What follows belongs to an exercise in optimizing a design on an open flow for small area and a short achievable clock period; a production flow would make more cautious choices. At most, simulation tests tie the RTL to the original design; equivalence was not proved. Power is estimated from default activity; no workload was simulated.

harbor:
// SCPU
module SCPU(clk, rst_n, in_valid, instruction, MEM_out, busy, out_valid, out0, out1, out2, out3, out4, out5, out6, out7, out8, out9, out10, out11, out12, out13, out14, out15, WEN, ADDR, MEM_in);
Size in the first run: ~440 flip-flops, roughly 330 I/O pins, about 0.030 mm2 of cells after synthesis.
export LEC_CHECK = 0
export ABC_AREA = 1
export CAP_MARGIN = 20
export CORE_MARGIN = 2
export CORE_UTILIZATION = 40
export CTS_CLUSTER_DIAMETER = 100
export CTS_CLUSTER_SIZE = 25
export SETUP_SLACK_MARGIN = 5
export SLEW_MARGIN = 20
export SYNTH_HIERARCHICAL = 1
export SYNTH_MINIMUM_KEEP_SIZE = 0
create_clock -name core_clock -period 8.0 [get_ports {clk}]
standard.sh (not shown) runs the stock make flow with config.mk's settings and CLKGATE_MAP_FILE= SYNTH_SCRIPT=/design/flow/synth_recipe.tcl, a recipe that flattens the netlist after the stock synthesis.
==> flow/flow/run.sh <==
#!/bin/bash
set -euo pipefail
bash standard.sh "BUFFER_PORTS_ARGS=-buffer_cell sky130_fd_sc_hd__buf_1" finish > standard.log 2>&1
harbor: no failed stages, no open violations at the end
diff inputs: harbor => amber
Settings: TNS_END_PERCENT now 5, previously not set.
==> flow/flow/run.sh <==
#!/bin/bash
set -euo pipefail
bash standard.sh "BUFFER_PORTS_ARGS=-buffer_cell sky130_fd_sc_hd__buf_1" RECOVER_POWER=100 finish > standard.log 2>&1
Notes after the runs:
Status for amber and harbor: clean finish in harbor only
Flip-flop and latch power ends up lower on amber.
Compare amber and harbor | period utilization lower: harbor
Delta(clock-buffer cell count, amber - harbor) > 0
From harbor to amber the numbers moved as follows: part of the power in the clock network picked up an extra 0.4 points; global-route usage over all layers picked up an extra 0.45 points.
[inputs] violet vs amber
Settings: SETUP_SLACK_MARGIN changed from 5 to 4.8; TNS_END_PERCENT removed (was 5).
==> flow/flow/run.sh <==
#!/bin/bash
set -euo pipefail
bash standard.sh "BUFFER_PORTS_ARGS=-buffer_cell sky130_fd_sc_hd__buf_1" finish > standard.log 2>&1
## What came out
violet | stages: all done | timing, DRC, antenna: all pass
Of violet and amber, violet shows the higher non-clock buffer count, with amber below it.
Looking only at fraction of standard cell area that is sequential, and setting everything else aside, the higher value of violet and amber goes to amber.
Re final critical delay including setup and external delays: violet is 2040 ps down on amber.
Summary of violet over amber: global-route usage fell by 1.1 points; critical path depth fell by 5; slew at the pin closest to its max-slew limit fell by 1030 ps.
Cmp violet and amber / power / higher: amber
violet vs amber — sequential cell power dropped slightly
Diff amber -> violet: combinational power share increased by 0.4 points relative to the old numbers; synthesis-to-layout area growth has increased; post-route cell area climbed 0.78%.


SCPU, a different RTL version from the one above (not shown whole).
Size: ~3900 cells after synthesis, about 330 I/O pins.
Settings: LEC_CHECK=0, CAP_MARGIN=20, CORE_MARGIN=2, CORE_UTILIZATION=40, SETUP_SLACK_MARGIN=5, SLEW_MARGIN=20; clock period 8.0 ns.
run.sh (not shown) runs the stock make flow with config.mk's settings and CLKGATE_MAP_FILE= SYNTH_SCRIPT=/design/flow/synth_recipe.tcl, a recipe that flattens the netlist after the stock synthesis.
Stock flow here: none of the scripts above is used.
Change:
- SETUP_SLACK_MARGIN: 5 -> default
After rerunning: The changed run finished clean; design area fell by about a fifth; flip-flop and latch count is unchanged; die area is unchanged; combinational power goes down by a quarter to a third; area after synthesis does not change.
Function was not checked in any run of this note: the RTL went through the layout flow alone.


== juniper ==
Another version of the RTL of SCPU (not shown whole).
For scale: roughly 3900 cells after synthesis, about 330 I/O pins, roughly 30000 um^2 of cells after synthesis.
==> flow/design.v (excerpt) <==
module SCPU(clk, rst_n, in_valid, instruction, MEM_out, busy, out_valid, out0, out1, out2, out3, out4, out5, out6, out7, out8, out9, out10, out11, out12, out13, out14, out15, WEN, ADDR, MEM_in);
==> flow/config.mk <==
export PLATFORM = sky130hd
export DESIGN_NAME = SCPU
export DESIGN_NICKNAME = SCPU
export VERILOG_FILES = /design/flow/design.v
export SDC_FILE = /design/flow/constraint.sdc
export NUM_CORES = 8
export LEC_CHECK = 0
export CAP_MARGIN = 20
export CORE_MARGIN = 2
export CORE_UTILIZATION = 40
export SETUP_SLACK_MARGIN = 5
export SLEW_MARGIN = 20
==> flow/constraint.sdc <==
create_clock -name core_clock -period 8.0 [get_ports {clk}]
set_input_delay 1.6000 -clock core_clock [delete_from_list [all_inputs] [get_ports {clk}]]
set_output_delay 1.6000 -clock core_clock [all_outputs]
set_load 0.01 [all_outputs]
standard.sh (not shown) runs the stock make flow with config.mk's settings and CLKGATE_MAP_FILE= SYNTH_SCRIPT=/design/flow/synth_recipe.tcl, a recipe that flattens the netlist after the stock synthesis.
==> flow/flow/run.sh <==
#!/bin/bash
set -euo pipefail
bash standard.sh "BUFFER_PORTS_ARGS=-buffer_cell sky130_fd_sc_hd__buf_1" finish > standard.log 2>&1
juniper finished all stages; the layout is clean.
> inputs changed (juniper -> onyx)
diff --git a/flow/config.mk b/flow/config.mk
--- a/flow/config.mk
+++ b/flow/config.mk
@@ -9,3 +9,3 @@
 export CORE_MARGIN = 2
-export CORE_UTILIZATION = 40
+export CORE_UTILIZATION = 60
 export SETUP_SLACK_MARGIN = 5
==> comparison <==
- onyx: it failed during global routing (5_1_grt), and the tool reported GRT-0116.
- onyx against juniper: cell area reported after detailed placement fell 1.3%; post-synthesis instance area about even.
- Re synthesis-stage register bit count: no difference whatsoever between onyx and juniper.
- Per the comparison of onyx with juniper, die span in y fell by 18%; number of buffers inserted by post-CTS setup repair fell about 20%; post-place setup slack higher.
- Final HPWL from detailed placement in onyx is 12% lower than in juniper
- Summary of onyx over juniper: instance count after placement with tap cells included saw a decrease; number of placement rows shrank by 18; final weighted congestion in routability-driven placement rose by 0.085.
- On starting utilization of the core area: between onyx and juniper, it ends up lower for juniper.
[inputs] willow vs onyx
diff --git a/flow/config.mk b/flow/config.mk
--- a/flow/config.mk
+++ b/flow/config.mk
@@ -7,5 +7,6 @@
 export LEC_CHECK = 0
+export ABC_AREA = 1
 export CAP_MARGIN = 20
 export CORE_MARGIN = 2
-export CORE_UTILIZATION = 60
+export CORE_UTILIZATION = 40
 export SETUP_SLACK_MARGIN = 5
Findings:
Every stage of the flow completed for willow, and the final layout passed the timing, design-rule and antenna checks.
Site row count in willow is 16 above onyx.
In willow, the routability congestion estimate from global placement came out 11% below the value in onyx.
Share of synthesized cell area in full adder, half adder and majority cells delta (onyx -> willow): insignificant
Going from onyx to willow, share of synthesized area spent on multiplexers shrinks by 1.9 points.
Cmp willow vs onyx: cell count after synthesis higher in willow
willow vs. onyx: number of distinct library cell variants in the gate-level netlist after synthesis -about 30%; simple-gate portion of the synthesized area +7.8 points; die extent in x +19%; number of buffers created by CTS +about 15%.
Compare onyx and willow | setup slack at placement lower: onyx
### willow -> ember
diff --git a/flow/config.mk b/flow/config.mk
--- a/flow/config.mk
+++ b/flow/config.mk
@@ -7,3 +7,3 @@
 export LEC_CHECK = 0
-export ABC_AREA = 1
+export ABC_CLOCK_PERIOD_IN_PS = 3000
 export CAP_MARGIN = 20
## What came out
ember finished every stage and its layout cleared the timing, design-rule and antenna checks. ember: area share of xor/xnor cells in the synthesized design is 2.2 points lower than what willow reported. Count of flip-flops with a built-in enable after synthesis essentially unchanged between ember and willow. ember ended up with a higher total die area than willow did. Leading cell type in the layout, fill and taps excluded: sky130_fd_sc_hd__nand2_1 -> willow, sky130_fd_sc_hd__o21ai_0 -> ember. Compared with willow, in ember power rose 25%, number of unique standard cell types used by synthesis rose 44%. Length of routed wiring on met1 ended up 15000 um higher on ember than on willow. The sequential power of ember is higher than that of willow. Taking willow as 1.0, ember lands at 1.20 on multi-input logic area.
No run of this note included a check of the RTL's function; only the layout flow was run.


## run A
SCPU, a different RTL version from the one above (not shown whole).
For scale: roughly 440 flip-flops, ~330 I/O pins, ~28000 um^2 of cells after synthesis.
Design SCPU, start of the top module:
module SCPU(clk, rst_n, in_valid, instruction, MEM_out, busy, out_valid, out0, out1, out2, out3, out4, out5, out6, out7, out8, out9, out10, out11, out12, out13, out14, out15, WEN, ADDR, MEM_in);
export LEC_CHECK = 0
export ABC_AREA = 1
export CAP_MARGIN = 10
export CORE_MARGIN = 2
export CORE_UTILIZATION = 40
export CTS_CLUSTER_DIAMETER = 100
export CTS_CLUSTER_SIZE = 25
export SETUP_SLACK_MARGIN = 5
export SLEW_MARGIN = 10
export SYNTH_HIERARCHICAL = 1
export SYNTH_MINIMUM_KEEP_SIZE = 0
export TNS_END_PERCENT = 20
create_clock -name core_clock -period 8.0 [get_ports {clk}]
==> flow/flow/run.sh <==
#!/bin/bash
# The standard layout, with two changes:
# 1. The port buffers are plain buf_1 cells (the resizer may still resize
#    them) instead of the default choice.
# 2. Two passes: the first pass is the standard layout. The second pass
#    redoes the layout from detailed routing on: before it, the gates are
#    resized (sizing and pin swaps only) with the parasitics extracted from
#    the first pass's routed layout, then legalized and globally routed again
#    (flow/postroute_resize.tcl, a PRE_DETAIL_ROUTE hook).
# Each tool's output goes to a log file of its own in this folder.
set -euo pipefail
HERE=$(pwd)
PORTS="BUFFER_PORTS_ARGS=-buffer_cell sky130_fd_sc_hd__buf_1"
RES=$HERE/orfs/results/$FLOW_PLATFORM/SCPU/base

bash standard.sh "$PORTS" finish > standard_pass1.log 2>&1
mkdir -p pass1
cp $RES/6_final.spef pass1/6_final.spef
cp out/final.def pass1/final.def
rm -f out/final.def
for f in $RES/5_2_route.odb $RES/5_3_fillcell.odb $RES/5_route.odb $RES/5_route.sdc $RES/6_*; do rm -f $f; done
export POSTROUTE_SPEF=$HERE/pass1/6_final.spef
bash standard.sh "$PORTS" "PRE_DETAIL_ROUTE_TCL=$HERE/flow/postroute_resize.tcl" finish > standard_pass2.log 2>&1
==> flow/flow/postroute_resize.tcl <==
# PRE_DETAIL_ROUTE hook of the second layout pass: resize gates with the
# parasitics extracted from the first pass's routed layout (same netlist), so
# that timing repair sees real wires rather than estimates; then legalize and
# route globally again before the detailed routing.
if { [info exists ::env(POSTROUTE_SPEF)] && [file exists $::env(POSTROUTE_SPEF)] } {
  source $::env(PLATFORM_DIR)/setRC.tcl
  set_propagated_clock [all_clocks]
  estimate_parasitics -placement
  read_spef $::env(POSTROUTE_SPEF)
  puts "post-route resize: worst slack before [worst_slack -max]"
  if { [env_var_exists_and_non_empty DONT_USE_CELLS] } {
    set_dont_use $::env(DONT_USE_CELLS)
  }
  repair_timing -setup -setup_margin $::env(SETUP_SLACK_MARGIN) -sequence "sizeup,swap" \
    -match_cell_footprint -verbose
  puts "post-route resize: worst slack after [worst_slack -max]"
  set_placement_padding -global \
    -left $::env(CELL_PAD_IN_SITES_DETAIL_PLACEMENT) \
    -right $::env(CELL_PAD_IN_SITES_DETAIL_PLACEMENT)
  detailed_placement
  check_placement -verbose
  source $::env(FASTROUTE_TCL)
  global_route -congestion_report_file $::env(REPORTS_DIR)/congestion_postroute_resize.rpt \
    {*}$::env(GLOBAL_ROUTE_ARGS)
}
Setup changes, run A to run B
- CORE_UTILIZATION changed from 40 to 45
[summary]
Run B gives more met3 usage than run A did. Compared with run A, total met2 wirelength after detailed routing in run B decreased by a few percent. Compared with run A, run B shows cell area higher by about 1.1%. Run A tops out at a lower clock frequency than run B. Taking run A as the reference point, the sum of routed wire length over all layers of run B falls by 1.0%. Compared with run A, in run B number of well-tap cells placed decreased by about 10% relative to the old numbers, combinational power share increased by 1.5 points relative to the old numbers, global-route met1 utilization increased by 4.4 points relative to the old numbers, layout overhead on the synthesized area increased by 1.4 points relative to the old numbers, final critical delay including setup and external delays decreased by 0.022 ns relative to the old numbers. Lower setup slack among run A and run B: run A.
The inputs of run C differ from those of run B as listed below.
- swapping 100 for 80 in CTS_CLUSTER_DIAMETER
- swapping 25 for 30 in CTS_CLUSTER_SIZE
- swapping 45 for 40 in CORE_UTILIZATION
## What came out
- Final total power shrinks slightly when moving from run B to run C.
- Run C: setup fix buffers added after clock tree synthesis 12 below run B
- Die width went up by a few percent going from run B to run C.
- Diff run B -> run C: post-detailed-route via-to-cell ratio went down about 1.4%, post-route non-filler standard cell count went up about 1.7%.
- Run C | stages: all done | timing, DRC, antenna: all pass
- Power spent charging and discharging nets, run C and run B: smaller value in run C
- Run C improves on run B in pre-CTS setup slack.
- Taking run B as the reference, in run C design area barely changed, sequential cell area share barely changed, clock group share of total power climbed 1.5 points, via count climbed 106.
## Diff of input files: run D against run C
- SETUP_SLACK_MARGIN: 5 -> unset
- CTS_CLUSTER_SIZE: 30 -> 25
- CTS_CLUSTER_DIAMETER: 80 -> 100
--- a/flow/flow/run.sh
+++ b/flow/flow/run.sh
@@ -12,2 +12,3 @@
 HERE=$(pwd)
+MARGIN=5.2
 PORTS="BUFFER_PORTS_ARGS=-buffer_cell sky130_fd_sc_hd__buf_1"
@@ -15,3 +16,3 @@
 
-bash standard.sh "$PORTS" finish > standard_pass1.log 2>&1
+bash standard.sh "$PORTS" "SETUP_SLACK_MARGIN=$MARGIN" finish > standard_pass1.log 2>&1
 mkdir -p pass1
@@ -22,2 +23,2 @@
 export POSTROUTE_SPEF=$HERE/pass1/6_final.spef
-bash standard.sh "$PORTS" "PRE_DETAIL_ROUTE_TCL=$HERE/flow/postroute_resize.tcl" finish > standard_pass2.log 2>&1
+bash standard.sh "$PORTS" "SETUP_SLACK_MARGIN=$MARGIN" "PRE_DETAIL_ROUTE_TCL=$HERE/flow/postroute_resize.tcl" finish > standard_pass2.log 2>&1
[compare] base=run C new=run D: setup clock skew after layout lost 0.0098 ns, sequential share of layout area shrank by 2.3 points.
The number of antenna violations at the first check in global routing of run D falls short of that of run C by 3.
Relative to run C, setup slack has increased by 0.021 ns in run D.
Taking run C as the reference, in run D combinational share of power increased by 4.2 points relative to the old numbers; critical path data arrival time -0.02 ns; transition time at the pin with the least slew margin has increased; count of clock-net buffers in the final layout saw an increase; number of cells on the worst reg-to-reg path has increased.
Taking run C as the reference point, the count of non-CTS buffers in the layout of run D rises by about 23%.

-- re-timing with driven ports --
The results above use ideal ports. As a check the final layouts listed here were re-extracted and re-timed, cells and wires unchanged. Step 1 assumes that a clkbuf_16 drives the clock port and a buf_2 every other input. Step 2, shift: input delay + t, output delay - t, t = (earliest + latest rising clock arrival at the registers) / 2. This alone moves slack from input paths to output paths. Slacks: no drivers / after step 1 / after step 2; pairs: no drivers / after step 1.
run	shift t [ns]	setup slack, ns	worst data-port slew with drivers (ns)
harbor	0.709	4.876 / 4.805 / 4.253	0.12
amber	0.699	2.665 / 2.665 / 2.665	0.10
violet	0.679	4.702 / 4.702 / 4.128	0.09
the first run of note 2	0.663	3.571 / 3.502 / 4.052	0.10
the second run of note 2	0.651	2.195 / 2.133 / 2.785	0.10
juniper	0.678	4.159 / 4.167 / 3.488	0.08
willow	0.667	4.211 / 4.211 / 3.848	0.11
ember	0.678	4.159 / 4.167 / 3.488	0.08
run A	0.680	4.753 / 4.684 / 4.235	0.12
run B	0.678	4.775 / 4.706 / 4.240	0.13
run C	0.704	4.737 / 4.667 / 4.220	0.12
run D	0.691	4.758 / 4.688 / 4.179	0.14
